Source: an optimization exercise on an open RTL-to-GDS flow (aim: a short achievable clock period and few clock cycles). Production flows keep margins and buffers that such runs may drop.
Only simulation tests tie the RTL to the original design; equivalence was not proved.
Power and IR drop assume default switching activity.

[constraint.sdc]
create_clock -name core_clock -period 10.0 [get_ports {clk}]
set_input_delay 2.0000 -clock core_clock [delete_from_list [all_inputs] [get_ports {clk}]]
set_output_delay 2.0000 -clock core_clock [all_outputs]
set_load 0.01 [all_outputs]
[config.mk]
export PLATFORM = sky130hd
export DESIGN_NAME = CompleteComputer
export DESIGN_NICKNAME = CompleteComputer
export VERILOG_FILES = /design/flow/design.v
export SDC_FILE = /design/flow/constraint.sdc
export NUM_CORES = 4
export LEC_CHECK = 0
export ABC_CLOCK_PERIOD_IN_PS = 3000
export CAP_MARGIN = 20
export CORE_MARGIN = 2
export CORE_UTILIZATION = 40
export SLEW_MARGIN = 20
[standard.sh]
#!/bin/bash
# synth_recipe.tcl (not shown) runs the flow's synth.tcl, then flattens the netlist and writes it again
# the make line also repeats each setting of config.mk as NAME=value (left out here)
make -C /OpenROAD-flow-scripts/flow DESIGN_CONFIG=/design/flow/config.mk WORK_HOME=/design/flow/orfs CLKGATE_MAP_FILE= SYNTH_SCRIPT=/design/flow/synth_recipe.tcl "${@:-finish}"
[design.v]
`timescale 1ns / 1ps
module CompleteComputer(
    input clk,          input Rst,
    input TBorNot,      input Tb_MEMWE,         input [7:0] Tb_MEMAddr, input [15:0] Tb_MEMData,
    output [15:0] OutPC,output [15:0] OutNextPC,output [15:0] OutMEM,   output [2:0] OutPSW_NZC,
    output Done,        output [15:0] OutReg
    );
    reg  [15:0] IR;          
    reg         IRv;         
    reg  [15:0] PC;          
    reg  [15:0] PCp1;        
    reg  [7:0]  FA;          
    reg  [15:0] FAh, FAl;    
    reg  [2:0]  NZC;         
    reg  [15:0] OutR;        
    reg         run;         
    reg         ldp;         
    reg  [2:0]  ldrd;        
    reg  [15:0] MARh, MARl;  
    reg         sp;          
    reg  [7:0]  sA;          
    reg  [15:0] sAh, sAl;    
    reg  [15:0] sD;          
    reg  [127:0] Rf;         
    reg  [4095:0] mem;       
    function [15:0] oh4(input [3:0] x);
        oh4 = 16'd1 << x;
    endfunction
    wire [4:0] op = IR[15:11];
    wire [2:0] fd = IR[10:8];
    wire [2:0] fm = IR[7:5];
    wire [2:0] fn = IR[4:2];
    wire i_alu3 = (op == 5'b00000);
    wire i_lhi  = (op == 5'b00001);
    wire i_lli  = (op == 5'b00010);
    wire i_ldri = (op == 5'b00011);
    wire i_ldrr = (op == 5'b00100);
    wire i_stri = (op == 5'b00101);
    wire i_strr = (op == 5'b00110) & ~IR[0];
    wire i_cmp  = (op == 5'b00110) &  IR[0];
    wire i_addi = (op == 5'b00111);
    wire i_subi = (op == 5'b01000);
    wire i_mov  = (op == 5'b01011);
    wire i_j    = (op == 5'b10000);
    wire i_jali = (op == 5'b10001);
    wire i_jalr = (op == 5'b10010);
    wire i_jr   = (op == 5'b10011);
    wire i_bcc  = (op == 5'b11000);
    wire i_bal  = (op == 5'b11001);
    wire i_outr = (op == 5'b11100) & ~IR[0];
    wire i_hlt  = (op == 5'b11100) &  IR[0];
    wire i_ld   = i_ldri | i_ldrr;
    wire i_st   = i_stri | i_strr;
    wire uses_m = i_alu3 | i_ldri | i_ldrr | i_stri | i_strr | i_cmp | i_addi | i_subi
                | i_mov | i_jalr | i_outr;
    wire uses_n = i_alu3 | i_ldrr | i_strr | i_cmp;
    wire uses_d = i_stri | i_strr | i_lhi | i_jr;
    wire hazard = ldp & ( (uses_m & (fm == ldrd)) | (uses_n & (fn == ldrd))
                        | (uses_d & (fd == ldrd)) );
    wire stale  = sp & (sA == PC[7:0]);
    wire exec   = IRv & ~i_hlt & ~hazard & ~stale;
    wire cond    = IR[8] ^ (IR[9] ? NZC[0] : NZC[1]);
    wire taken_b = (i_bcc & cond) | i_bal | i_jali;
    wire redir_r = i_jr | i_jalr;
    wire [15:0] Rm = Rf[16*fm +: 16];
    wire [15:0] Rn = Rf[16*fn +: 16];
    wire [15:0] Rd = Rf[16*fd +: 16];
    wire        useimm = i_addi | i_subi;
    wire [15:0] bsel = useimm ? {11'b0, IR[4:0]} : Rn;
    wire        inv  = i_subi | i_cmp | (i_alu3 & IR[1]);
    wire        cin  = i_alu3 ? (IR[0] ? NZC[0] : IR[1]) : (i_subi | i_cmp);
    wire [16:0] sum  = {1'b0, Rm} + {1'b0, bsel ^ {16{inv}}} + {16'b0, cin};
    wire [15:0] res  = sum[15:0];
    wire        setf = i_alu3 | i_cmp | i_addi | i_subi;
    wire        we_x = exec & (i_alu3 | i_lhi | i_lli | i_addi | i_subi | i_mov | i_jali | i_jalr);
    wire [15:0] wd_x = i_lhi ? {IR[7:0], Rd[7:0]} :
                       i_lli ? {8'h00, IR[7:0]} :
                       i_mov ? Rm :
                       (i_jali | i_jalr) ? PCp1 : res;
    wire [7:0]  addr8 = Rm[7:0] + ((i_ldri | i_stri) ? {3'b0, IR[4:0]} : Rn[7:0]);
    wire        st_en = exec & i_st;
    wire [7:0]  ba = PC[7:0] + IR[7:0];      
    wire [15:0] rdS, rdB, rdJ, rdD;
    rdoh portS(.d(mem), .hi(FAh),           .lo(FAl),           .y(rdS));
    rdoh portB(.d(mem), .hi(oh4(ba[7:4])),  .lo(oh4(ba[3:0])),  .y(rdB));
    rdoh portJ(.d(mem), .hi(oh4(IR[7:4])),  .lo(oh4(IR[3:0])),  .y(rdJ));
    rdoh portD(.d(mem), .hi(MARh),          .lo(MARl),          .y(rdD));
    wire hitS = sp & (sA == FA);
    wire hitB = sp & (sA == ba);
    wire hitJ = sp & (sA == IR[7:0]);
    wire [15:0] tgt_b = PC + {{8{IR[7]}}, IR[7:0]};
    wire [15:0] tgt_j = {PC[15:11], IR[10:0]};
    wire [15:0] tgt_r = i_jr ? Rd : Rm;
    wire [15:0] tgt   = redir_r ? tgt_r : i_j ? tgt_j : tgt_b;
    wire [15:0] tgtp1 = tgt + 16'd1;
    wire [15:0] PCp2  = PCp1 + 16'd1;
    wire tb_we = TBorNot & Tb_MEMWE;
    wire [15:0] M0fwd = (tb_we && Tb_MEMAddr == 8'd0) ? Tb_MEMData : mem[15:0];
    always @(posedge clk) begin
        if (Rst)                  IR <= M0fwd;
        else if (!IRv)            IR <= rdS;
        else if (!exec)           IR <= IR;
        else if (taken_b)         IR <= rdB;
        else if (i_j)             IR <= rdJ;
        else                      IR <= rdS;
    end
    reg [7:0] FA_n;
    always @(*) begin
        FA_n = FA;
        if (!IRv) begin
            if (!hitS) FA_n = PCp1[7:0];
        end else if (stale) begin
            FA_n = PC[7:0];
        end else if (exec) begin
            if (redir_r)                      FA_n = tgt[7:0];
            else if (taken_b | i_j)           FA_n = (taken_b ? hitB : hitJ) ? tgt[7:0] : tgtp1[7:0];
            else                              FA_n = hitS ? PCp1[7:0] : PCp2[7:0];
        end
    end
    always @(posedge clk or posedge Rst) begin
        if (Rst) begin
            IRv  <= 1'b1;
            PC   <= 16'd0;
            PCp1 <= 16'd1;
            FA   <= 8'd1;
            FAh  <= 16'h0001;
            FAl  <= 16'h0002;
            NZC  <= 3'b000;
            OutR <= 16'd0;
            run  <= 1'b0;
            ldp  <= 1'b0;
            sp   <= 1'b0;
        end else begin
            run <= 1'b1;
            ldp <= exec & i_ld;
            sp  <= st_en;
            FA  <= FA_n;
            FAh <= oh4(FA_n[7:4]);
            FAl <= oh4(FA_n[3:0]);
            if (!IRv) begin
                if (!hitS) IRv <= 1'b1;
            end else if (stale) begin
                IRv <= 1'b0;
            end else if (exec) begin
                if (redir_r) begin
                    IRv  <= 1'b0;
                    PC   <= tgt;
                    PCp1 <= tgtp1;
                end else if (taken_b | i_j) begin
                    PC   <= tgt;
                    PCp1 <= tgtp1;
                    if (taken_b ? hitB : hitJ) IRv <= 1'b0;
                end else begin
                    PC   <= PCp1;
                    PCp1 <= PCp2;
                    if (hitS) IRv <= 1'b0;
                end
                if (setf) NZC <= {res[15], (res == 16'd0), sum[16]};
                if (i_outr) OutR <= Rm;
            end
        end
    end
    always @(posedge clk) begin
        if (exec & i_ld) begin
            MARh <= oh4(addr8[7:4]);
            MARl <= oh4(addr8[3:0]);
            ldrd <= fd;
        end
        if (st_en) begin
            sA  <= addr8;
            sAh <= oh4(addr8[7:4]);
            sAl <= oh4(addr8[3:0]);
            sD  <= Rd;
        end
    end
    genvar gi;
    generate
        for (gi = 0; gi < 8; gi = gi + 1) begin : genR
            always @(posedge clk) begin
                if (we_x && fd == gi)          Rf[16*gi +: 16] <= wd_x;
                else if (ldp && ldrd == gi)    Rf[16*gi +: 16] <= rdD;
            end
        end
    endgenerate
    wire [15:0] wdata = run ? sD : Tb_MEMData;
    wire        swe   = sp;
    wire [15:0] Th    = oh4(Tb_MEMAddr[7:4]);
    wire [15:0] Tl    = oh4(Tb_MEMAddr[3:0]);
    generate
        for (gi = 0; gi < 256; gi = gi + 1) begin : genM
            always @(posedge clk) begin
                if ((tb_we && Th[gi/16] && Tl[gi%16]) || (swe && sAh[gi/16] && sAl[gi%16]))
                    mem[16*gi +: 16] <= wdata;
            end
        end
    endgenerate
    reg  [255:0] Tw;
    reg  [15:0]  TlQ;
    generate
        for (gi = 0; gi < 16; gi = gi + 1) begin : genT
            wire [255:0] part;
            genvar gk;
            for (gk = 0; gk < 16; gk = gk + 1) begin : genP
                assign part[16*gk +: 16] = mem[16*(16*gk+gi) +: 16];
            end
            wire [15:0] y;
            ohmux16 portT(.d(part), .s(Th), .y(y));
            always @(posedge clk) Tw[16*gi +: 16] <= y;
        end
    endgenerate
    always @(posedge clk) TlQ <= Tl;
    wire [15:0] outm;
    ohmux16 portO(.d(Tw), .s(TlQ), .y(outm));
    assign OutMEM     = outm;
    assign OutPC      = PC;
    assign OutNextPC  = PCp1;
    assign OutPSW_NZC = NZC;
    assign OutReg     = OutR;
    assign Done       = run & IRv & i_hlt & ~sp;
endmodule
module rdoh(input [4095:0] d, input [15:0] hi, input [15:0] lo, output [15:0] y);
    wire [255:0] g;      
    genvar h, l;
    generate
        for (h = 0; h < 16; h = h + 1) begin : grp
            wire [255:0] part;
            for (l = 0; l < 16; l = l + 1) begin : w
                assign part[16*l +: 16] = d[16*(16*h+l) +: 16];
            end
            ohmux16 m(.d(part), .s(lo), .y(g[16*h +: 16]));
        end
    endgenerate
    ohmux16 top(.d(g), .s(hi), .y(y));
endmodule
module ohmux16(input [255:0] d, input [15:0] s, output [15:0] y);
    genvar b, k;
    generate
        for (b = 0; b < 16; b = b + 1) begin : bit_
            wire [15:0] col;
            for (k = 0; k < 16; k = k + 1) begin : w
                assign col[k] = d[16*k + b] & s[k];
            end
            assign y[b] = |col;
        end
    endgenerate
endmodule
[flow/run.sh]
#!/bin/bash
# The standard layout, with the timing repair aimed below the 10 ns clock
# (a setup margin), on the worst endpoints only, so the achieved period shrinks.
# The constraints are the standard flow's; only the repair target changes.
set -uo pipefail
bash standard.sh synth > synth.log 2>&1
bash standard.sh SETUP_SLACK_MARGIN=6.5 TNS_END_PERCENT=5 finish > layout.log 2>&1
==> qor.yml, run 1 <==
outcome: "did not finish"
fp.dieW_um: 838
ys_top_cells_by_area: "edfxtp_1 (47%), a22o_1 (9.3%), a221oi_1 (8.9%), a22oi_1 (8.4%), clkbuf_1 (2.7%)"
yosysTopAreaCellShare: 0.468
grt_pass1_wl_mm: 4910
hold_buffers: 0
numCtsBuffers: 568
synthArstFlopShare: 0.0202
port_buffers: 95
muxShareOfSynthArea: 0.0408
grt_start_max_net_pins: 213
ys.flop_type: "edfxtp_1"
ys_seq_area_frac: 0.496
synth_fa_ha_area_frac: 0.00204
grt_remaining_overflow: 35468
die_y_um: 838
error: "[ERROR GRT-0116] Global routing finished with congestion. Check the congestion regions in the DRC Viewer."
synth-seq-cells: 4698
synth.distinct_cells: 98
synth-compound-area-share: 0.345
clock-sinks: 4698
start_util: 0.401
yosysTopAreaCell: "edfxtp_1"
lastStage: "5_1_grt"
grt_pass1_vias: 402040
dp_hpwl_mm: 2340
synth_top_family_by_area: "compound AO/OA/AOI/OAI gates"
cts-root-buf: "clkbuf_16"
synth-simple-area-share: 0.0739
io_pins: 96
clock_path_buffers: 4
syn_avg_cell_area_um2: 11.1
synthCells: 24995
htreeDepth: 6
synthXorXnorAreaFrac: 0.00311
synth_area_um2: 278000
synth-edff-count: 4331
syn_nets: 25066
gp_congestion: 1.37
num_rows: 306
grt_use_total: 1.04
yosysWarnings: 1
==> worst min path at each step <==
stage | slack, ns | endpoint | depth (start not counted) | startpoint
3_5_place_dp | 0.51 | NZC[2]$_DFFE_PP0P_ | 1 | NZC[2]$_DFFE_PP0P_
4_1_cts | 0.52 | NZC[2]$_DFFE_PP0P_ | 1 | NZC[2]$_DFFE_PP0P_
3_3_place_gp | 0.49 | OutR[11]$_DFFE_PP0P_ | 1 | OutR[11]$_DFFE_PP0P_
2_1_floorplan | 0.43 | ldrd[0]$_DFFE_PP_ | 0 | IR[8]$_DFFE_PP_
==> cell usage after synthesis, types with 31 or more instances <==
| cell type | count |
|---|---|
| o221ai_1 | 70 |
| mux2i_1 | 512 |
| buf_1 | 651 |
| a221o_1 | 60 |
| o31ai_1 | 48 |
| nand4_1 | 957 |
| inv_1 | 45 |
| a31oi_1 | 212 |
| edfxtp_1 | 4331 |
| nand2b_1 | 45 |
| ha_1 | 39 |
| a222oi_1 | 357 |
| dfxtp_1 | 272 |
| mux4_2 | 130 |
| a21oi_1 | 714 |
| xnor2_1 | 60 |
| o211ai_1 | 83 |
| nor2b_1 | 37 |
| o21ai_0 | 1031 |
| clkbuf_1 | 1965 |
| and2_1 | 36 |
| xor2_1 | 36 |
| nor2_1 | 505 |
| nand2_1 | 1326 |
| nand3_1 | 755 |
| and3_1 | 110 |
| o2111ai_1 | 147 |
| a2111oi_0 | 70 |
| a221oi_1 | 2827 |
| nor4_1 | 81 |
| nor3_1 | 178 |
| mux2_2 | 290 |
| a32oi_1 | 31 |
| a22oi_1 | 3096 |
| a211oi_1 | 73 |
| buf_2 | 176 |
| o22ai_1 | 167 |
| a22o_1 | 2953 |
| dfrtp_1 | 90 |
==> what timing repair did <==
action	CTS
setup buffers	515
cloned	90
hold endpoints to repair	0
setup endpoints to repair	6617
pin swaps	222
resized for setup	1273
==> cell families after synthesis <==
kind of cell	count (synthesis)
AOI/OAI and AO/OA	12209
buffers and inverters	2853
and+or+nand+nor	4160
muxes	934
other	1
DFF	4698
adders and majority gates	43
xor gates and xnor gates	97
==> metal layers <==
metal,GRT usage,overflow
met3,1.02,6511
met1,1.01,7033
met4,1.04,6615
met2,1.08,14673
met5,0.972,636
==> stage by stage <==
stage | worst slack, ns | total power [mW] | std cells | cell area (um^2) | hold WS [ns]
3_3_place_gp | 1.77 | 118 | 33265 | 300000 | 0.492
2_1_floorplan | 5.28 | 63.0 | 24995 | 280000 | 0.428
3_5_place_dp | 2.34 | 118 | 33306 | 301000 | 0.507
4_1_cts | 3.98 | 154 | 34951 | 334000 | 0.519
==> power groups by stage <==
| stage | sequential (mW) | combinational [mW] | clock, mW |
|---|---|---|---|
| after floorplan | 24.0 | 39.0 | 0 |
| after global placement | 25.3 | 92.5 | 0 |
| after detailed placement | 25.2 | 92.4 | 0 |
| after CTS | 24.7 | 108 | 22.1 |
Testbench counts, summed over its fixed seeds: cycles 45,326.
==> run 2, diff against run 1 <==
--- a/design.v
+++ b/design.v
@@ -14,6 +14,7 @@
     reg  [2:0]  NZC;         
     reg  [15:0] OutR;        
     reg         run;         
+    reg         DoneQ;       
     reg         ldp;         
     reg  [2:0]  ldrd;        
     reg  [15:0] MARh, MARl;  
@@ -21,6 +22,9 @@
     reg  [7:0]  sA;          
     reg  [15:0] sAh, sAl;    
     reg  [15:0] sD;          
+    reg  [15:0] lnk;         
+    reg  [15:0] ctg;         
+    reg  [15:0] lnkh, lnkl, ctgh, ctgl;   
     reg  [127:0] Rf;         
     reg  [4095:0] mem;       
     function [15:0] oh4(input [3:0] x);
@@ -72,6 +76,10 @@
     wire [16:0] sum  = {1'b0, Rm} + {1'b0, bsel ^ {16{inv}}} + {16'b0, cin};
     wire [15:0] res  = sum[15:0];
     wire        setf = i_alu3 | i_cmp | i_addi | i_subi;
+    wire [15:0] bop  = bsel ^ {16{inv}};
+    wire [15:0] zp   = Rm ^ bop;
+    wire [15:0] zc   = {Rm[14:0] | bop[14:0], cin};
+    wire        zero = &(zp ~^ zc);
     wire        we_x = exec & (i_alu3 | i_lhi | i_lli | i_addi | i_subi | i_mov | i_jali | i_jalr);
     wire [15:0] wd_x = i_lhi ? {IR[7:0], Rd[7:0]} :
                        i_lli ? {8'h00, IR[7:0]} :
@@ -83,43 +91,66 @@
     wire [15:0] rdS, rdB, rdJ, rdD;
     rdoh portS(.d(mem), .hi(FAh),           .lo(FAl),           .y(rdS));
     rdoh portB(.d(mem), .hi(oh4(ba[7:4])),  .lo(oh4(ba[3:0])),  .y(rdB));
-    rdoh portJ(.d(mem), .hi(oh4(IR[7:4])),  .lo(oh4(IR[3:0])),  .y(rdJ));
+    wire [15:0] pred  = IR[11] ? lnk : ctg;
+    wire [15:0] predh = IR[11] ? lnkh : ctgh;
+    wire [15:0] predl = IR[11] ? lnkl : ctgl;
+    wire [7:0]  ja    = IR[12] ? pred[7:0] : IR[7:0];
+    rdoh portJ(.d(mem), .hi(IR[12] ? predh : oh4(IR[7:4])),
+                        .lo(IR[12] ? predl : oh4(IR[3:0])), .y(rdJ));
     rdoh portD(.d(mem), .hi(MARh),          .lo(MARl),          .y(rdD));
     wire hitS = sp & (sA == FA);
     wire hitB = sp & (sA == ba);
-    wire hitJ = sp & (sA == IR[7:0]);
+    wire hitJ = sp & (sA == ja);
     wire [15:0] tgt_b = PC + {{8{IR[7]}}, IR[7:0]};
     wire [15:0] tgt_j = {PC[15:11], IR[10:0]};
     wire [15:0] tgt_r = i_jr ? Rd : Rm;
+    wire        pred_ok = (tgt_r == pred);
     wire [15:0] tgt   = redir_r ? tgt_r : i_j ? tgt_j : tgt_b;
     wire [15:0] tgtp1 = tgt + 16'd1;
     wire [15:0] PCp2  = PCp1 + 16'd1;
     wire tb_we = TBorNot & Tb_MEMWE;
     wire [15:0] M0fwd = (tb_we && Tb_MEMAddr == 8'd0) ? Tb_MEMData : mem[15:0];
-    always @(posedge clk) begin
-        if (Rst)                  IR <= M0fwd;
-        else if (!IRv)            IR <= rdS;
-        else if (!exec)           IR <= IR;
-        else if (taken_b)         IR <= rdB;
-        else if (i_j)             IR <= rdJ;
-        else                      IR <= rdS;
-    end
+    reg [15:0] IR_n;
+    always @(*) begin
+        if (Rst)                  IR_n = M0fwd;
+        else if (!IRv)            IR_n = rdS;
+        else if (!exec)           IR_n = IR;
+        else if (taken_b)         IR_n = rdB;
+        else if (i_j | redir_r)   IR_n = rdJ;
+        else                      IR_n = rdS;
+    end
+    always @(posedge clk) IR <= IR_n;
     reg [7:0] FA_n;
+    reg       IRv_n;
     always @(*) begin
-        FA_n = FA;
+        FA_n  = FA;
+        IRv_n = IRv;
         if (!IRv) begin
-            if (!hitS) FA_n = PCp1[7:0];
+            if (!hitS) begin
+                FA_n  = PCp1[7:0];
+                IRv_n = 1'b1;
+            end
         end else if (stale) begin
-            FA_n = PC[7:0];
+            FA_n  = PC[7:0];
+            IRv_n = 1'b0;
         end else if (exec) begin
-            if (redir_r)                      FA_n = tgt[7:0];
-            else if (taken_b | i_j)           FA_n = (taken_b ? hitB : hitJ) ? tgt[7:0] : tgtp1[7:0];
-            else                              FA_n = hitS ? PCp1[7:0] : PCp2[7:0];
-        end
-    end
+            if (redir_r & ~pred_ok) begin
+                FA_n  = tgt[7:0];
+                IRv_n = 1'b0;
+            end else if (taken_b | i_j | redir_r) begin
+                FA_n  = (taken_b ? hitB : hitJ) ? tgt[7:0] : tgtp1[7:0];
+                IRv_n = ~(taken_b ? hitB : hitJ);
+            end else begin
+                FA_n  = hitS ? PCp1[7:0] : PCp2[7:0];
+                IRv_n = ~hitS;
+            end
+        end
+    end
+    wire Done_n = IRv_n & (IR_n[15:11] == 5'b11100) & IR_n[0] & ~st_en;
     always @(posedge clk or posedge Rst) begin
         if (Rst) begin
             IRv  <= 1'b1;
+            DoneQ <= 1'b0;
             PC   <= 16'd0;
             PCp1 <= 16'd1;
             FA   <= 8'd1;
@@ -130,32 +161,40 @@
             run  <= 1'b0;
             ldp  <= 1'b0;
             sp   <= 1'b0;
+            lnk  <= 16'd0;
+            lnkh <= 16'h0001;
+            lnkl <= 16'h0001;
+            ctg  <= 16'd0;
+            ctgh <= 16'h0001;
+            ctgl <= 16'h0001;
         end else begin
             run <= 1'b1;
             ldp <= exec & i_ld;
             sp  <= st_en;
             FA  <= FA_n;
+            IRv <= IRv_n;
+            DoneQ <= Done_n;
             FAh <= oh4(FA_n[7:4]);
             FAl <= oh4(FA_n[3:0]);
-            if (!IRv) begin
-                if (!hitS) IRv <= 1'b1;
-            end else if (stale) begin
-                IRv <= 1'b0;
-            end else if (exec) begin
-                if (redir_r) begin
-                    IRv  <= 1'b0;
+            if (exec) begin
+                if (taken_b | i_j | redir_r) begin
                     PC   <= tgt;
                     PCp1 <= tgtp1;
-                end else if (taken_b | i_j) begin
-                    PC   <= tgt;
-                    PCp1 <= tgtp1;
-                    if (taken_b ? hitB : hitJ) IRv <= 1'b0;
                 end else begin
                     PC   <= PCp1;
                     PCp1 <= PCp2;
-                    if (hitS) IRv <= 1'b0;
                 end
-                if (setf) NZC <= {res[15], (res == 16'd0), sum[16]};
+                if (setf) NZC <= {res[15], zero, sum[16]};
+                if (i_jali | i_jalr) begin
+                    lnk  <= PCp1;
+                    lnkh <= oh4(PCp1[7:4]);
+                    lnkl <= oh4(PCp1[3:0]);
+                end
+                if (i_jalr) begin
+                    ctg  <= Rm;
+                    ctgh <= oh4(Rm[7:4]);
+                    ctgl <= oh4(Rm[3:0]);
+                end
                 if (i_outr) OutR <= Rm;
             end
         end
@@ -194,29 +233,16 @@
             end
         end
     endgenerate
-    reg  [255:0] Tw;
-    reg  [15:0]  TlQ;
-    generate
-        for (gi = 0; gi < 16; gi = gi + 1) begin : genT
-            wire [255:0] part;
-            genvar gk;
-            for (gk = 0; gk < 16; gk = gk + 1) begin : genP
-                assign part[16*gk +: 16] = mem[16*(16*gk+gi) +: 16];
-            end
-            wire [15:0] y;
-            ohmux16 portT(.d(part), .s(Th), .y(y));
-            always @(posedge clk) Tw[16*gi +: 16] <= y;
-        end
-    endgenerate
-    always @(posedge clk) TlQ <= Tl;
-    wire [15:0] outm;
-    ohmux16 portO(.d(Tw), .s(TlQ), .y(outm));
-    assign OutMEM     = outm;
+    reg  [15:0] OutM;
+    wire [15:0] rdT;
+    rdoh portT(.d(mem), .hi(Th), .lo(Tl), .y(rdT));
+    always @(posedge clk) OutM <= rdT;
+    assign OutMEM     = OutM;
     assign OutPC      = PC;
     assign OutNextPC  = PCp1;
     assign OutPSW_NZC = NZC;
     assign OutReg     = OutR;
-    assign Done       = run & IRv & i_hlt & ~sp;
+    assign Done       = DoneQ;
 endmodule
 module rdoh(input [4095:0] d, input [15:0] hi, input [15:0] lo, output [15:0] y);
     wire [255:0] g;      
--- a/config.mk
+++ b/config.mk
@@ -8,5 +8,5 @@
 export ABC_CLOCK_PERIOD_IN_PS = 3000
 export CAP_MARGIN = 20
 export CORE_MARGIN = 2
-export CORE_UTILIZATION = 40
+export CORE_UTILIZATION = 50
 export SLEW_MARGIN = 20
==> qor.yml, run 2 <==
synth.most_common_cell: "edfxtp_1"  # unchanged
clock-sinks: 4539  # was 4698
synth-edff-count: 4325  # was 4331
die_y_um: 745  # was 838 um
start_util: 0.501  # was 0.401
grt_pass1_wl_mm: 3930
grt_remaining_overflow: 19765
lastStage: "5_1_grt"  # unchanged
ys.flop_type: "edfxtp_1"  # unchanged
port_buffers: 95  # unchanged
yosysWarnings: 1  # unchanged
grt_pass1_vias: 378535
io_pins: 96  # unchanged
ys_top_cells_by_area: "edfxtp_1 (47%), a22oi_1 (11%), a22o_1 (8.9%), a221oi_1 (8.1%), nand4_1 (2.2%)"  # was edfxtp_1 (47%), a22o_1 (9.3%), a221oi_1 (8.9%), a22oi_1 (8.4%), clkbuf_1 (2.7%)
synthCells: 24721  # was 24995
synth_common_cells: "edfxtp_1 (4325), a22oi_1 (4149), a22o_1 (2788), a221oi_1 (2545), clkbuf_1 (1548)"  # was edfxtp_1 (4331), a22oi_1 (3096), a22o_1 (2953), a221oi_1 (2827), clkbuf_1 (1965)
synth.distinct_cells: 106  # was 98
ys_seq_area_frac: 0.492  # was 0.496
error: "[ERROR GRT-0116] Global routing finished with congestion. Check the congestion regions in the DRC Viewer."  # unchanged
dpl_worst_slack_ns: 2.28  # was 2.34 ns
yosysTopAreaCellShare: 0.473  # was 0.468
htreeDepth: 6  # unchanged
num_rows: 272  # was 306
yosysTopAreaCell: "edfxtp_1"  # unchanged
synth_area_um2: 275000  # was 278000 um^2
outcome: "did not finish"  # unchanged
grt_start_max_net_pins: 109
fp.dieW_um: 745  # was 838 um
gp_congestion: 1.37  # about the same
hold_buffers: 0  # unchanged
grt_use_total: 1.01
cts-root-buf: "clkbuf_16"  # unchanged
syn_avg_cell_area_um2: 11.1  # about the same
synth-seq-cells: 4539  # was 4698
numCtsBuffers: 523  # was 568
dp_hpwl_mm: 1750  # was 2340 mm
synthArstFlopShare: 0.0423  # was 0.0202
clock_path_buffers: 4  # unchanged
dpl_cell_area_um2: 296000  # was 301000 um^2
syn_nets: 24812  # was 25066
## run 2: changes by cell type after synthesis, moves of 250 or more
cell	previous run	this run
clkbuf_1	1965	1548
dfxtp_1	272	22
o21ai_0	1031	729
a22oi_1	3096	4149
nand2_1	1326	1041
a221oi_1	2827	2545
buf_2	176	469
## run 2: per-stage QoR
step,utilization,instances
floorplan,-,24721
global placement,0.539,31439
detailed placement,0.541,31469
CTS,0.609,33225
## run 2: cell families after synthesis
logic type      share of synthesized area
simple gates                       0.0786
compound gates                      0.351
buf+inv                            0.0416
xor+xnor                          0.00401
flops                               0.492
other cells                     0.0000136
fa+ha+maj                         0.00298
mux                                0.0296
## run 2: how the worst min path moves through the flow
stage                        startpoint                  end  cells after the start  slack [ns]
detailed placement  lnkh[1]$_DFFE_PP0P_  lnkh[1]$_DFFE_PP0P_                      2        0.46
global placement    lnkh[8]$_DFFE_PP0P_  lnkh[8]$_DFFE_PP0P_                      2        0.45
CTS                 ctgh[0]$_DFFE_PP1P_  ctgh[0]$_DFFE_PP1P_                      2        0.47
floorplan           lnkh[2]$_DFFE_PP0P_  lnkh[2]$_DFFE_PP0P_                      2        0.44
## run 2: repair_timing
item	in CTS
setup buffers	672
cloned	128
resized for setup	2039
pin swaps	454
setup endpoints to repair	6590
## run 2: power by group through the flow
stage / combinational [mW] / sequential [mW] / clock, mW
2_1_floorplan: 38.7 / 25.7 / 0
3_5_place_dp: 99.0 / 27.3 / 0
4_1_cts: 116 / 26.8 / 20.0
3_3_place_gp: 98.3 / 27.4 / 0
## run 2: routing by layer
metal | global-route usage | GRT overflow
met5 | 0.952 | 391
met4 | 1.02 | 4319
met3 | 0.992 | 3070
met2 | 1.06 | 8828
met1 | 0.998 | 3157
Testbench counts of run 2, summed over its fixed seeds: cycles 43,088.
==> run 3, diff against run 2 <==
--- a/flow/run.sh
+++ b/flow/run.sh
@@ -4,4 +4,4 @@
 # The constraints are the standard flow's; only the repair target changes.
 set -uo pipefail
 bash standard.sh synth > synth.log 2>&1
-bash standard.sh SETUP_SLACK_MARGIN=6.5 TNS_END_PERCENT=5 finish > layout.log 2>&1
+bash standard.sh SETUP_SLACK_MARGIN=6 TNS_END_PERCENT=100 finish > layout.log 2>&1
--- a/config.mk
+++ b/config.mk
@@ -5,8 +5,8 @@
 export SDC_FILE = /design/flow/constraint.sdc
 export NUM_CORES = 4
 export LEC_CHECK = 0
-export ABC_CLOCK_PERIOD_IN_PS = 3000
+export ABC_CLOCK_PERIOD_IN_PS = 1000
 export CAP_MARGIN = 20
 export CORE_MARGIN = 2
-export CORE_UTILIZATION = 50
+export CORE_UTILIZATION = 38
 export SLEW_MARGIN = 20
==> qor.yml, run 3 <==
htreeDepth: 6  # unchanged
syn_nets: 24812  # unchanged
error: "[ERROR GRT-0116] Global routing finished with congestion. Check the congestion regions in the DRC Viewer."  # unchanged
fp.dieW_um: 854  # was 745 um
grt_remaining_overflow: 15
synthArstFlopShare: 0.0423  # unchanged
lastStage: "5_1_grt"  # unchanged
synthCells: 24721  # unchanged
synth_area_um2: 275000  # unchanged
io_pins: 96  # unchanged
outcome: "did not finish"  # unchanged
synth-seq-cells: 4539  # unchanged
ys_top_cells_by_area: "edfxtp_1 (47%), a22oi_1 (11%), a22o_1 (8.9%), a221oi_1 (8.1%), nand4_1 (2.2%)"  # unchanged
ys.flop_type: "edfxtp_1"  # unchanged
yosysTopAreaCellShare: 0.473  # unchanged
clock_path_buffers: 4  # unchanged
yosysTopAreaCell: "edfxtp_1"  # unchanged
synth_common_cells: "edfxtp_1 (4325), a22oi_1 (4149), a22o_1 (2788), a221oi_1 (2545), clkbuf_1 (1548)"  # unchanged
grt_start_max_net_pins: 126
dpl_worst_slack_ns: 1.74  # was 2.28 ns
cts-root-buf: "clkbuf_16"  # unchanged
grt_use_total: 0.851
gp_congestion: 1.27  # was 1.37
numCtsBuffers: 542  # was 523
synth.most_common_cell: "edfxtp_1"  # unchanged
clock-sinks: 4539  # unchanged
dp_hpwl_mm: 2050  # was 1750 mm
start_util: 0.381  # was 0.501
grt_pass1_wl_mm: 4060
ys_seq_area_frac: 0.492  # unchanged
num_rows: 312  # was 272
grt_pass1_vias: 347265
yosysWarnings: 1  # unchanged
port_buffers: 95  # unchanged
synth.distinct_cells: 106  # unchanged
synth-edff-count: 4325  # unchanged
die_y_um: 854  # was 745 um
syn_avg_cell_area_um2: 11.1  # unchanged
## run 3: cell counts after synthesis
Identical to the previous run, type by type.
## run 3: per-stage QoR
step	power, mW	instance area, um^2	hold WS (ns)	cells
4_1_cts	176	342000	0.480	35780
2_1_floorplan	64.6	278000	0.421	24721
3_5_place_dp	138	304000	0.464	33897
3_3_place_gp	138	302000	0.460	33825
## run 3: repair_timing
| item | 4_1_cts |
|---|---|
| buffers inserted | 779 |
| gates cloned | 119 |
| hold buffers | 0 |
| endpoints found under the hold margin | 0 |
| pin swaps | 357 |
| resized for setup | 2020 |
| setup endpoints to repair | 4905 |
## run 3: per-layer routing
| metal | track usage | overflow |
|---|---|---|
| met5 | 0.672 | 0 |
| met4 | 0.804 | 8 |
| met3 | 0.796 | 4 |
| met2 | 0.920 | 3 |
| met1 | 0.862 | 0 |
## run 3: kinds of logic after synthesis
family                   after synthesis  synth area share
AO/OA/AOI/OAI                      12248             0.351
XOR/XNOR                             121           0.00401
adder cells (fa/ha/maj)               63           0.00298
buffers and inverters               2842            0.0416
flip-flops                          4539             0.492
multiplexers                         688            0.0296
other                                  1         0.0000136
AND/OR/NAND/NOR                     4219            0.0786
## run 3: power groups by stage
stage | Clock (mW) | Combinational (mW) | Sequential, mW
2_1_floorplan | 0 | 39.0 | 25.7
3_3_place_gp | 0 | 110 | 27.5
3_5_place_dp | 0 | 110 | 27.4
4_1_cts | 21.1 | 128 | 26.7
## run 3: how the worst max path moves through the flow
stage                             endpoint  slack (ns)         startpoint
after global placement     IR[2]$_DFFE_PP_        0.97  PC[2]$_DFFE_PP0N_
after floorplan            DoneQ$_DFF_PP0_        4.03                Rst
after CTS                 IR[10]$_DFFE_PP_        4.11      IR[0]$_DFF_P_
after detailed placement   DoneQ$_DFF_PP0_        1.74      Tb_MEMAddr[3]
==> run 4, diff against run 3 <==
--- a/design.v
+++ b/design.v
@@ -9,6 +9,7 @@
     reg         IRv;         
     reg  [15:0] PC;          
     reg  [15:0] PCp1;        
+    reg  [15:0] PCh, PCl;    
     reg  [7:0]  FA;          
     reg  [15:0] FAh, FAl;    
     reg  [2:0]  NZC;         
@@ -17,6 +18,7 @@
     reg         DoneQ;       
     reg         ldp;         
     reg  [2:0]  ldrd;        
+    reg         staleQ;      
     reg  [15:0] MARh, MARl;  
     reg         sp;          
     reg  [7:0]  sA;          
@@ -59,13 +61,14 @@
                 | i_mov | i_jalr | i_outr;
     wire uses_n = i_alu3 | i_ldrr | i_strr | i_cmp;
     wire uses_d = i_stri | i_strr | i_lhi | i_jr;
-    wire hazard = ldp & ( (uses_m & (fm == ldrd)) | (uses_n & (fn == ldrd))
-                        | (uses_d & (fd == ldrd)) );
-    wire stale  = sp & (sA == PC[7:0]);
-    wire exec   = IRv & ~i_hlt & ~hazard & ~stale;
     wire cond    = IR[8] ^ (IR[9] ? NZC[0] : NZC[1]);
     wire taken_b = (i_bcc & cond) | i_bal | i_jali;
     wire redir_r = i_jr | i_jalr;
+    wire use_x   = taken_b | i_j | redir_r;    
+    wire hazard = ldp & ( (uses_m & (fm == ldrd)) | (uses_n & (fn == ldrd))
+                        | (uses_d & (fd == ldrd)) );
+    wire stale  = staleQ;
+    wire exec   = IRv & ~i_hlt & ~hazard & ~stale;
     wire [15:0] Rm = Rf[16*fm +: 16];
     wire [15:0] Rn = Rf[16*fn +: 16];
     wire [15:0] Rd = Rf[16*fd +: 16];
@@ -87,26 +90,40 @@
                        (i_jali | i_jalr) ? PCp1 : res;
     wire [7:0]  addr8 = Rm[7:0] + ((i_ldri | i_stri) ? {3'b0, IR[4:0]} : Rn[7:0]);
     wire        st_en = exec & i_st;
-    wire [7:0]  ba = PC[7:0] + IR[7:0];      
-    wire [15:0] rdS, rdB, rdJ, rdD;
-    rdoh portS(.d(mem), .hi(FAh),           .lo(FAl),           .y(rdS));
-    rdoh portB(.d(mem), .hi(oh4(ba[7:4])),  .lo(oh4(ba[3:0])),  .y(rdB));
+    wire [15:0] rdS, rdX;
+    rdoh portS(.d(mem), .hi(FAh), .lo(FAl), .y(rdS));
     wire [15:0] pred  = IR[11] ? lnk : ctg;
     wire [15:0] predh = IR[11] ? lnkh : ctgh;
     wire [15:0] predl = IR[11] ? lnkl : ctgl;
-    wire [7:0]  ja    = IR[12] ? pred[7:0] : IR[7:0];
-    rdoh portJ(.d(mem), .hi(IR[12] ? predh : oh4(IR[7:4])),
-                        .lo(IR[12] ? predl : oh4(IR[3:0])), .y(rdJ));
-    rdoh portD(.d(mem), .hi(MARh),          .lo(MARl),          .y(rdD));
+    wire        x_br  = i_bcc | i_bal | i_jali;
+    wire        x_j   = i_j;
+    wire        x_r   = redir_r & ~(ldp & (i_jr ? (fd == ldrd) : (fm == ldrd)));
+    wire        x_ld  = ldp & ~(x_br | x_j | x_r);     
+    wire [15:0] ab_l  = x_br ? PCl : {15'b0, x_j};
+    wire [15:0] ab_h  = x_br ? PCh : {15'b0, x_j};
+    wire [15:0] ao_l  = x_ld ? MARl : x_r ? predl : 16'b0;
+    wire [15:0] ao_h  = x_ld ? MARh : x_r ? predh : 16'b0;
+    wire [15:0] il    = oh4(IR[3:0]);
+    wire [15:0] ih    = oh4(IR[7:4]);
+    wire        c4    = x_br & ({1'b0, PC[3:0]} + {1'b0, IR[3:0]} > 5'd15);
+    wire [15:0] xl, xh0;
+    ohadd  addl(.a(ab_l), .b(il), .o(ao_l), .y(xl));
+    ohadd  addh(.a(ab_h), .b(ih), .o(ao_h), .y(xh0));
+    wire [15:0] xh    = c4 ? {xh0[14:0], xh0[15]} : xh0;
+    rdoh portX(.d(mem), .hi(xh), .lo(xl), .y(rdX));
+    wire [7:0]  ba    = PC[7:0] + IR[7:0];
+    wire [7:0]  xa    = i_j ? IR[7:0] : redir_r ? pred[7:0] : ba;    
     wire hitS = sp & (sA == FA);
-    wire hitB = sp & (sA == ba);
-    wire hitJ = sp & (sA == ja);
+    wire hitX = sp & (sA == xa);
     wire [15:0] tgt_b = PC + {{8{IR[7]}}, IR[7:0]};
     wire [15:0] tgt_j = {PC[15:11], IR[10:0]};
     wire [15:0] tgt_r = i_jr ? Rd : Rm;
     wire        pred_ok = (tgt_r == pred);
     wire [15:0] tgt   = redir_r ? tgt_r : i_j ? tgt_j : tgt_b;
-    wire [15:0] tgtp1 = tgt + 16'd1;
+    wire [15:0] tgt_b1 = PC + {{8{IR[7]}}, IR[7:0]} + 16'd1;
+    wire [15:0] tgt_j1 = {PC[15:11], IR[10:0]} + 16'd1;
+    wire [15:0] tgt_r1 = (i_jr ? Rd : Rm) + 16'd1;
+    wire [15:0] tgtp1 = redir_r ? tgt_r1 : i_j ? tgt_j1 : tgt_b1;
     wire [15:0] PCp2  = PCp1 + 16'd1;
     wire tb_we = TBorNot & Tb_MEMWE;
     wire [15:0] M0fwd = (tb_we && Tb_MEMAddr == 8'd0) ? Tb_MEMData : mem[15:0];
@@ -115,8 +132,7 @@
         if (Rst)                  IR_n = M0fwd;
         else if (!IRv)            IR_n = rdS;
         else if (!exec)           IR_n = IR;
-        else if (taken_b)         IR_n = rdB;
-        else if (i_j | redir_r)   IR_n = rdJ;
+        else if (use_x)           IR_n = rdX;
         else                      IR_n = rdS;
     end
     always @(posedge clk) IR <= IR_n;
@@ -137,9 +153,9 @@
             if (redir_r & ~pred_ok) begin
                 FA_n  = tgt[7:0];
                 IRv_n = 1'b0;
-            end else if (taken_b | i_j | redir_r) begin
-                FA_n  = (taken_b ? hitB : hitJ) ? tgt[7:0] : tgtp1[7:0];
-                IRv_n = ~(taken_b ? hitB : hitJ);
+            end else if (use_x) begin
+                FA_n  = hitX ? tgt[7:0] : tgtp1[7:0];
+                IRv_n = ~hitX;
             end else begin
                 FA_n  = hitS ? PCp1[7:0] : PCp2[7:0];
                 IRv_n = ~hitS;
@@ -152,6 +168,8 @@
             IRv  <= 1'b1;
             DoneQ <= 1'b0;
             PC   <= 16'd0;
+            PCh  <= 16'h0001;
+            PCl  <= 16'h0001;
             PCp1 <= 16'd1;
             FA   <= 8'd1;
             FAh  <= 16'h0001;
@@ -160,6 +178,7 @@
             OutR <= 16'd0;
             run  <= 1'b0;
             ldp  <= 1'b0;
+            staleQ <= 1'b0;
             sp   <= 1'b0;
             lnk  <= 16'd0;
             lnkh <= 16'h0001;
@@ -169,7 +188,8 @@
             ctgl <= 16'h0001;
         end else begin
             run <= 1'b1;
-            ldp <= exec & i_ld;
+            ldp <= (exec & i_ld) | (ldp & ~x_ld & ~(we_x & (fd == ldrd)));
+            staleQ <= st_en & (addr8 == PCp1[7:0]);
             sp  <= st_en;
             FA  <= FA_n;
             IRv <= IRv_n;
@@ -177,11 +197,15 @@
             FAh <= oh4(FA_n[7:4]);
             FAl <= oh4(FA_n[3:0]);
             if (exec) begin
-                if (taken_b | i_j | redir_r) begin
+                if (use_x) begin
                     PC   <= tgt;
+                    PCh  <= oh4(tgt[7:4]);
+                    PCl  <= oh4(tgt[3:0]);
                     PCp1 <= tgtp1;
                 end else begin
                     PC   <= PCp1;
+                    PCh  <= oh4(PCp1[7:4]);
+                    PCl  <= oh4(PCp1[3:0]);
                     PCp1 <= PCp2;
                 end
                 if (setf) NZC <= {res[15], zero, sum[16]};
@@ -217,7 +241,7 @@
         for (gi = 0; gi < 8; gi = gi + 1) begin : genR
             always @(posedge clk) begin
                 if (we_x && fd == gi)          Rf[16*gi +: 16] <= wd_x;
-                else if (ldp && ldrd == gi)    Rf[16*gi +: 16] <= rdD;
+                else if (x_ld && ldrd == gi)   Rf[16*gi +: 16] <= rdX;
             end
         end
     endgenerate
@@ -258,6 +282,18 @@
     endgenerate
     ohmux16 top(.d(g), .s(hi), .y(y));
 endmodule
+module ohadd(input [15:0] a, input [15:0] b, input [15:0] o, output [15:0] y);
+    genvar k, j;
+    generate
+        for (k = 0; k < 16; k = k + 1) begin : out_
+            wire [15:0] t;
+            for (j = 0; j < 16; j = j + 1) begin : term
+                assign t[j] = a[j] & b[(k - j + 16) % 16];
+            end
+            assign y[k] = (|t) | o[k];
+        end
+    endgenerate
+endmodule
 module ohmux16(input [255:0] d, input [15:0] s, output [15:0] y);
     genvar b, k;
     generate
--- a/config.mk
+++ b/config.mk
@@ -7,6 +7,8 @@
 export LEC_CHECK = 0
 export ABC_CLOCK_PERIOD_IN_PS = 1000
 export CAP_MARGIN = 20
+export CELL_PAD_IN_SITES_DETAIL_PLACEMENT = 1
+export CELL_PAD_IN_SITES_GLOBAL_PLACEMENT = 2
 export CORE_MARGIN = 2
-export CORE_UTILIZATION = 38
+export CORE_UTILIZATION = 32
 export SLEW_MARGIN = 20
==> qor.yml, run 4 <==
dp.cells: 26942  # was 33897
nFillCells: 72691
worst_setup_path_start_kind: "register"
via_per_inst: 8.07
fin_cells: 29150
drtPass1Iterations: 16
clock-sinks: 4572  # was 4539
ys_top_cells_by_area: "edfxtp_1 (57%), a22oi_1 (9.6%), a22o_1 (6.3%), a221oi_1 (4.6%), dfrtp_1 (2.3%)"  # was edfxtp_1 (47%), a22oi_1 (11%), a22o_1 (8.9%), a221oi_1 (8.1%), nand4_1 (2.2%)
hold_buffers: 0  # unchanged
synth_area_um2: 229000  # was 275000 um^2
holdCritStartpoint: "ctgh[0]$_DFFE_PP1P_"
gp_congestion: 1.05  # was 1.27
multi_input_area_um2: 95100
synthArstFlopShare: 0.0492  # was 0.0423
yosysTopAreaCellShare: 0.567  # was 0.473
synth-seq-cells: 4572  # was 4539
yosysWarnings: 1  # unchanged
reg2reg_from: "IR[1]$_DFFE_PP_"
design_area_um2: 288000
seq_area_um2: 136000
hold_viol_final: 0
synth_common_cells: "edfxtp_1 (4325), a22oi_1 (2943), a22o_1 (1655), a221oi_1 (1197), clkbuf_1 (958)"  # was edfxtp_1 (4325), a22oi_1 (4149), a22o_1 (2788), a221oi_1 (2545), clkbuf_1 (1548)
routed_wl_mm: 1820
io_pins: 96  # unchanged
worstRegToRegCells: 18
num_rows: 310  # was 312
drc: 0
relSlewSlack: -0.0776
dpl_worst_slack_ns: 1.77  # was 1.74 ns
grt_pass1_wl_mm: 2270
synth.distinct_cells: 114  # was 106
cts_tree: "yes"
finish.net_count: 18944
cts.clk_slew.worst_paths_ns: 0.06
dpl_cell_area_um2: 250000  # was 304000 um^2
timing.hold.ws_ns: 0.474
failed_checks: "capacitance limit, slew limit"
power_density_nw_per_um2: 344
design.die.area_um2: 722000
holdPathStages: 2
worst-r2r-setup-slack_ns: 3.56
grt_use_total: 0.473
area_growth_pct: 25.9
max_freq_mhz: 155
drt_iter0_markers: 53855
worstPathArrival_ns: 7.37
synthCells: 17975  # was 24721
antenna_found_initial: 287
worstSkewPairLatency_ns: 1.23
yosysTopAreaCell: "edfxtp_1"  # unchanged
syn_nets: 18071  # was 24812
crit_required_ns: 10.92
grt_start_max_net_pins: 161
p_leak_nw: 94.1
start_util: 0.321  # was 0.381
vias: 235223
core_area_um2: 713000
regMostFlops: "mem"
port_buffers: 95  # unchanged
path_class: "reg -> reg"
final_common_cell: "edfxtp_1"
fin_crit_sh: 0.644
synth.most_common_cell: "edfxtp_1"  # unchanged
rsz0062_at_grt: "true"
layout-drive-gt1-share: 0.232
ys_seq_area_frac: 0.594  # was 0.492
layout_common_cells: "edfxtp_1 (4325), a22oi_1 (2909), a22o_1 (1405)"
tightest_slew_ns: 1.62
fp.dieW_um: 850  # was 854 um
die_y_um: 850  # was 854 um
drtAntennaViolNets: 0
setup_violations: 0
hold_path_class: "reg -> reg"
clock_path_buffers: 4  # unchanged
syn_avg_cell_area_um2: 12.7  # was 11.1 um^2
grt_remaining_overflow: 0
finalCriticalPeriod_ns: 6.44
clock_skew_ns: 0.0599
end_kind: "register"
max-vdd-ir-drop_uv: 353
biggestRegsByFlops: "mem x4096, Rf x128"
numCtsBuffers: 562  # was 542
ys.flop_type: "edfxtp_1"  # unchanged
grt_pass1_vias: 209466
final_max_slew_viol_count: 16
synth-edff-count: 4325  # unchanged
dp_hpwl_mm: 1080  # was 2050 mm
htreeDepth: 6  # unchanged
wl_per_cell_um: 62.4
cts-root-buf: "clkbuf_16"  # unchanged
outcome: "finished with violations"  # was did not finish
fin_ws_ns: 3.56
r2r-end: "IR[9]$_DFFE_PP_"
max-cap-violations: 1
path_max_fanout: 6
holdPathEnd: "ctgh[0]$_DFFE_PP1P_"
fin_tns_setup_ns: 0
largest_reg_flops: 4096
[run 4: cell types whose count changed after synthesis, moves of 135 or more]
cell      delta
a21oi_1    -277
nor2_1     -139
a22o_1    -1133
a22oi_1   -1206
o21ai_0    -388
nand4_1    -328
buf_2      -175
buf_1      -193
a221oi_1  -1348
nand3_1    -347
mux2i_1    -164
and3_1     -135
a31oi_1    -152
clkbuf_1   -590
[run 4: how the worst max path moves through the flow]
| stage | depth (start not counted) | slack [ns] | endpoint | from |
|---|---|---|---|---|
| 5_1_grt | 21 | 3.81 | IR[9]$_DFFE_PP_ | IR[1]$_DFFE_PP_ |
| 6_report | 18 | 3.56 | IR[9]$_DFFE_PP_ | IR[1]$_DFFE_PP_ |
| 3_5_place_dp | 18 | 1.77 | Rf[107]$_DFFE_PP_ | IR[12]$_DFF_P_ |
| 2_1_floorplan | 2 | 3.24 | IR[10]$_DFFE_PP_ | Rst |
| 3_3_place_gp | 17 | 0.33 | IR[9]$_DFFE_PP_ | IR[12]$_DFF_P_ |
| 4_1_cts | 21 | 4.08 | IR[9]$_DFFE_PP_ | IR[2]$_DFFE_PP_ |
[run 4: what timing repair did]
action	CTS	global route
setup buffers	468	245
setup endpoints to repair	4900	1556
gates resized for setup	1393	646
gates cloned	100	36
pin swaps	213	233
[run 4: per-stage QoR]
stage               utilization  power [mW]
finish                    0.404        99.1
global route              0.404        98.5
CTS                       0.394        91.7
detailed placement        0.350        63.6
global placement          0.349        63.3
floorplan                     -        42.5
[run 4: layer usage]
layer  wire length (um)  global-route usage  vias up
met2             704000               0.633    27062
met3             300000               0.232     7730
li1                   -                   -    79550
met5               2260              0.0115        -
met1             619000               0.563   120751
met4             194000               0.395      130
[run 4: cell families (layout without fill, tap and decap cells)]
group,after synthesis,in the layout,share of synthesized area
AO/OA/AOI/OAI,7705,7706,0.268
flip-flops,4572,4572,0.594
AND/OR/NAND/NOR,3109,3116,0.0695
buffers and inverters,1961,3263,0.0352
multiplexers,427,428,0.0246
XOR/XNOR,132,132,0.00505
adder cells (fa/ha/maj),68,68,0.00385
other,1,349,0.0000164
[run 4: cell type report]
type	instances	share of cell area
Antenna cell	348	0.00302
Clock buffer	682	0.0516
Clock inverter	320	0.0125
Inverter	143	0.00225
Multi-Input combinational cell	11451	0.330
Sequential cell	4572	0.472
Tap cell	9516	0.0413
Timing Repair Buffer	2117	0.0875
Timing Repair inverter	1	0.0000304
[run 4: worst max-delay path, cell delays in order (launching register included)]
cell       delay [ns]
edfxtp_1         0.45
buf_8            0.19
buf_16           0.16
mux2_4           0.30
a211o_1          0.27
a221oi_2         0.29
o2bb2ai_2        0.22
buf_12           0.16
buf_4            0.25
a21boi_0         0.36
a2111oi_0        0.88
nand3_1          0.17
o31ai_1          1.00
o2111ai_1        0.47
nor4_4           0.41
buf_6            0.21
o21ai_4          0.07
a221oi_2         0.24
a31oi_1          0.08
[run 4: where the power goes]
group	internal (mW)	switching [mW]	total (mW)	leakage [nW]
logic	16.5	36.0	52.6	43.1
registers	23.4	1.51	24.9	42.0
clock network	12.1	9.42	21.6	9.00
Testbench counts of run 4, summed over its fixed seeds: cycles 43,220.
==> run 5, diff against run 4 <==
--- a/design.v
+++ b/design.v
@@ -11,7 +11,7 @@
     reg  [15:0] PCp1;        
     reg  [15:0] PCh, PCl;    
     reg  [7:0]  FA;          
-    reg  [15:0] FAh, FAl;    
+    reg  [255:0] FAw;        
     reg  [2:0]  NZC;         
     reg  [15:0] OutR;        
     reg         run;         
@@ -29,9 +29,14 @@
     reg  [15:0] lnkh, lnkl, ctgh, ctgl;   
     reg  [127:0] Rf;         
     reg  [4095:0] mem;       
+    reg  [255:0]  mhlt;      
     function [15:0] oh4(input [3:0] x);
         oh4 = 16'd1 << x;
     endfunction
+    function [255:0] ohw(input [15:0] h, input [15:0] l);
+        integer i;
+        for (i = 0; i < 256; i = i + 1) ohw[i] = h[i / 16] & l[i % 16];
+    endfunction
     wire [4:0] op = IR[15:11];
     wire [2:0] fd = IR[10:8];
     wire [2:0] fm = IR[7:5];
@@ -91,7 +96,7 @@
     wire [7:0]  addr8 = Rm[7:0] + ((i_ldri | i_stri) ? {3'b0, IR[4:0]} : Rn[7:0]);
     wire        st_en = exec & i_st;
     wire [15:0] rdS, rdX;
-    rdoh portS(.d(mem), .hi(FAh), .lo(FAl), .y(rdS));
+    rdw  portS(.d(mem), .w(FAw), .y(rdS));
     wire [15:0] pred  = IR[11] ? lnk : ctg;
     wire [15:0] predh = IR[11] ? lnkh : ctgh;
     wire [15:0] predl = IR[11] ? lnkl : ctgl;
@@ -110,10 +115,13 @@
     ohadd  addl(.a(ab_l), .b(il), .o(ao_l), .y(xl));
     ohadd  addh(.a(ab_h), .b(ih), .o(ao_h), .y(xh0));
     wire [15:0] xh    = c4 ? {xh0[14:0], xh0[15]} : xh0;
-    rdoh portX(.d(mem), .hi(xh), .lo(xl), .y(rdX));
+    wire [255:0] xw = ohw(xh, xl);
+    rdw  portX(.d(mem), .w(xw), .y(rdX));
+    wire hltS = |(mhlt & FAw);
+    wire hltX = |(mhlt & xw);
     wire [7:0]  ba    = PC[7:0] + IR[7:0];
     wire [7:0]  xa    = i_j ? IR[7:0] : redir_r ? pred[7:0] : ba;    
-    wire hitS = sp & (sA == FA);
+    wire hitS = (st_en & (addr8 == FA)) | (sp & (sA == FA));
     wire hitX = sp & (sA == xa);
     wire [15:0] tgt_b = PC + {{8{IR[7]}}, IR[7:0]};
     wire [15:0] tgt_j = {PC[15:11], IR[10:0]};
@@ -142,10 +150,8 @@
         FA_n  = FA;
         IRv_n = IRv;
         if (!IRv) begin
-            if (!hitS) begin
-                FA_n  = PCp1[7:0];
-                IRv_n = 1'b1;
-            end
+            FA_n  = PCp1[7:0];
+            IRv_n = 1'b1;
         end else if (stale) begin
             FA_n  = PC[7:0];
             IRv_n = 1'b0;
@@ -154,15 +160,15 @@
                 FA_n  = tgt[7:0];
                 IRv_n = 1'b0;
             end else if (use_x) begin
-                FA_n  = hitX ? tgt[7:0] : tgtp1[7:0];
-                IRv_n = ~hitX;
+                FA_n  = tgtp1[7:0];
             end else begin
-                FA_n  = hitS ? PCp1[7:0] : PCp2[7:0];
-                IRv_n = ~hitS;
+                FA_n  = PCp2[7:0];
             end
         end
     end
-    wire Done_n = IRv_n & (IR_n[15:11] == 5'b11100) & IR_n[0] & ~st_en;
+    wire hit_n  = !IRv ? hitS : (exec & use_x) ? hitX : (exec & hitS);
+    wire hlt_n  = !IRv ? hltS : !exec ? i_hlt : use_x ? hltX : hltS;
+    wire Done_n = IRv_n & hlt_n & ~st_en & ~hit_n;
     always @(posedge clk or posedge Rst) begin
         if (Rst) begin
             IRv  <= 1'b1;
@@ -172,8 +178,7 @@
             PCl  <= 16'h0001;
             PCp1 <= 16'd1;
             FA   <= 8'd1;
-            FAh  <= 16'h0001;
-            FAl  <= 16'h0002;
+            FAw  <= 256'd2;
             NZC  <= 3'b000;
             OutR <= 16'd0;
             run  <= 1'b0;
@@ -189,13 +194,12 @@
         end else begin
             run <= 1'b1;
             ldp <= (exec & i_ld) | (ldp & ~x_ld & ~(we_x & (fd == ldrd)));
-            staleQ <= st_en & (addr8 == PCp1[7:0]);
+            staleQ <= hit_n;
             sp  <= st_en;
             FA  <= FA_n;
             IRv <= IRv_n;
             DoneQ <= Done_n;
-            FAh <= oh4(FA_n[7:4]);
-            FAl <= oh4(FA_n[3:0]);
+            FAw <= 256'd1 << FA_n;
             if (exec) begin
                 if (use_x) begin
                     PC   <= tgt;
@@ -253,13 +257,16 @@
         for (gi = 0; gi < 256; gi = gi + 1) begin : genM
             always @(posedge clk) begin
                 if ((tb_we && Th[gi/16] && Tl[gi%16]) || (swe && sAh[gi/16] && sAl[gi%16]))
+                begin
                     mem[16*gi +: 16] <= wdata;
+                    mhlt[gi] <= (wdata[15:11] == 5'b11100) & wdata[0];
+                end
             end
         end
     endgenerate
     reg  [15:0] OutM;
     wire [15:0] rdT;
-    rdoh portT(.d(mem), .hi(Th), .lo(Tl), .y(rdT));
+    rdw  portT(.d(mem), .w(ohw(Th, Tl)), .y(rdT));
     always @(posedge clk) OutM <= rdT;
     assign OutMEM     = OutM;
     assign OutPC      = PC;
@@ -268,19 +275,17 @@
     assign OutReg     = OutR;
     assign Done       = DoneQ;
 endmodule
-module rdoh(input [4095:0] d, input [15:0] hi, input [15:0] lo, output [15:0] y);
-    wire [255:0] g;      
-    genvar h, l;
+module rdw(input [4095:0] d, input [255:0] w, output [15:0] y);
+    genvar b, k;
     generate
-        for (h = 0; h < 16; h = h + 1) begin : grp
-            wire [255:0] part;
-            for (l = 0; l < 16; l = l + 1) begin : w
-                assign part[16*l +: 16] = d[16*(16*h+l) +: 16];
+        for (b = 0; b < 16; b = b + 1) begin : bit_
+            wire [255:0] col;
+            for (k = 0; k < 256; k = k + 1) begin : w_
+                assign col[k] = d[16*k + b] & w[k];
             end
-            ohmux16 m(.d(part), .s(lo), .y(g[16*h +: 16]));
+            assign y[b] = |col;
         end
     endgenerate
-    ohmux16 top(.d(g), .s(hi), .y(y));
 endmodule
 module ohadd(input [15:0] a, input [15:0] b, input [15:0] o, output [15:0] y);
     genvar k, j;
@@ -294,15 +299,3 @@
         end
     endgenerate
 endmodule
-module ohmux16(input [255:0] d, input [15:0] s, output [15:0] y);
-    genvar b, k;
-    generate
-        for (b = 0; b < 16; b = b + 1) begin : bit_
-            wire [15:0] col;
-            for (k = 0; k < 16; k = k + 1) begin : w
-                assign col[k] = d[16*k + b] & s[k];
-            end
-            assign y[b] = |col;
-        end
-    endgenerate
-endmodule
--- a/config.mk
+++ b/config.mk
@@ -10,5 +10,5 @@
 export CELL_PAD_IN_SITES_DETAIL_PLACEMENT = 1
 export CELL_PAD_IN_SITES_GLOBAL_PLACEMENT = 2
 export CORE_MARGIN = 2
-export CORE_UTILIZATION = 32
+export CORE_UTILIZATION = 40
 export SLEW_MARGIN = 20
==> qor.yml, run 5 <==
synthXorXnorAreaFrac: 0.00454  # was 0.00505
io_pins: 96  # unchanged
syn_nets: 19457  # was 18071
yosysTopAreaCell: "edfxtp_1"  # unchanged
synth-seq-cells: 5052  # was 4572
start_util: 0.402  # was 0.321
synth-edff-count: 4587  # was 4325
grt_start_max_net_pins: 186
dpl_worst_slack_ns: 1.13  # was 1.77 ns
ys.flop_type: "edfxtp_1"  # unchanged
synth_fa_ha_area_frac: 0.00356  # was 0.00385
synth.distinct_cells: 105  # was 114
synth_common_cells: "edfxtp_1 (4587), a22o_1 (2056), a221oi_1 (2048), a22oi_1 (1845), clkbuf_1 (1417)"  # was edfxtp_1 (4325), a22oi_1 (2943), a22o_1 (1655), a221oi_1 (1197), clkbuf_1 (958)
synth_area_um2: 247000  # was 229000 um^2
yosysTopAreaCellShare: 0.557  # was 0.567
ys_seq_area_frac: 0.604  # was 0.594
synth_top_family_by_area: "compound AO/OA/AOI/OAI gates"  # unchanged
clock-sinks: 5052  # was 4572
synth-simple-area-share: 0.0800  # was 0.0695
numCtsBuffers: 566  # was 562
synthArstFlopShare: 0.0889  # was 0.0492
outcome: "did not finish"  # was finished with violations
synth-compound-area-share: 0.256  # was 0.268
hold_buffers: 0  # unchanged
dp_hpwl_mm: 2750  # was 1080 mm
num_rows: 288  # was 310
htreeDepth: 6  # unchanged
ys_top_cells_by_area: "edfxtp_1 (56%), a22o_1 (7.3%), a221oi_1 (7.3%), a22oi_1 (5.6%), dfrtp_1 (4.4%)"  # was edfxtp_1 (57%), a22oi_1 (9.6%), a22o_1 (6.3%), a221oi_1 (4.6%), dfrtp_1 (2.3%)
gp_congestion: 2.04  # was 1.05
clock_path_buffers: 4  # unchanged
grt_pass1_vias: 338532
dpl_cell_area_um2: 280000  # was 250000 um^2
fp.dieW_um: 790  # was 850 um
die_y_um: 790  # was 850 um
grt_use_total: 1.33
grt_remaining_overflow: 169910
yosysWarnings: 1  # unchanged
error: "[ERROR GRT-0116] Global routing finished with congestion. Check the congestion regions in the DRC Viewer."
port_buffers: 95  # unchanged
syn_avg_cell_area_um2: 12.8  # was 12.7 um^2
muxShareOfSynthArea: 0.0226  # was 0.0246
synth.most_common_cell: "edfxtp_1"  # unchanged
lastStage: "5_1_grt"
cts-root-buf: "clkbuf_16"  # unchanged
grt_pass1_wl_mm: 5160
synthCells: 19361  # was 17975
[run 5: cell count changes after synthesis, moves of 376 or more]
cell,previous run,this run
a22o_1,1655,2056
buf_1,511,135
clkbuf_1,958,1417
a22oi_1,2943,1845
nor2_1,412,1053
a221oi_1,1197,2048
[run 5: per-stage QoR]
step | instances | TNS, ns | util | total power, mW | hold WS, ns
after CTS | 30766 | 0 | 0.537 | 122 | 0.477
after floorplan | 19361 | -21.80 | - | 48.3 | 0.421
after detailed placement | 28086 | 0 | 0.455 | 82.8 | 0.465
after global placement | 28005 | -0.135 | 0.452 | 82.6 | 0.457
[run 5: kinds of logic after synthesis]
logic type,count (synthesis)
AOI/OAI and AO/OA,7920
DFF,5052
and+or+nand+nor,3973
buffers and inverters,1805
muxes,414
xor gates and xnor gates,128
adders and majority gates,68
other,1
[run 5: how the worst max path moves through the flow]
stage,startpoint,endpoint,slack (ns),cells after the start
2_1_floorplan,Rst,IR[0]$_DFFE_PP_,-1.36,2
3_3_place_gp,IR[1]$_DFFE_PP_,Rf[83]$_DFFE_PP_,-0.02,17
3_5_place_dp,IR[1]$_DFFE_PP_,Rf[20]$_DFFE_PP_,1.13,15
4_1_cts,IR[4]$_DFFE_PP_,Rf[65]$_DFFE_PP_,3.92,20
[run 5: routing by layer]
metal  track usage  GRT overflow
met5          1.01          1851
met4          1.12         12986
met3          1.12         18948
met2          1.63         84308
met1          1.32         51817
[run 5: power groups by stage]
stage	clock network (mW)	registers, mW	logic [mW]
2_1_floorplan	0	27.3	21.0
3_3_place_gp	0	30.2	52.4
3_5_place_dp	0	30.2	52.6
4_1_cts	21.4	30.1	70.1
[run 5: what timing repair did]
item | 4_1_cts
pin swaps | 615
resized for setup | 3121
gates cloned | 121
setup buffers | 1549
setup endpoints to repair | 5988
Testbench counts of run 5, summed over its fixed seeds: cycles 43,220.

[separate check: timing with driven ports]
In the flow no input, the clock included, has a driving cell. The finished layout below was timed again as built, in two steps. Step 1, drivers: a clkbuf_16 drives clk and a buf_2 each remaining input, both assumed. Step 2 moves the port delays by t, midway between the first and last clock arrival at a register: inputs arrive t later, outputs are due t later. That takes back most of the time a late clock gives input paths. Three values: ideal, step 1, step 2; two values: the first two.
run: run 4
shift t [ns]: 1.369
setup slack, ns: 3.556 / 3.556 / 3.556
worst register clock-pin slew, ns: 0.07 / 0.07
worst slew at a driven data input, ns: 0.24
cell pins on the clock port's net: 1
For run 4, drivers alone change the setup slack by 0.000 ns; drivers and shift together by 0.000 ns.
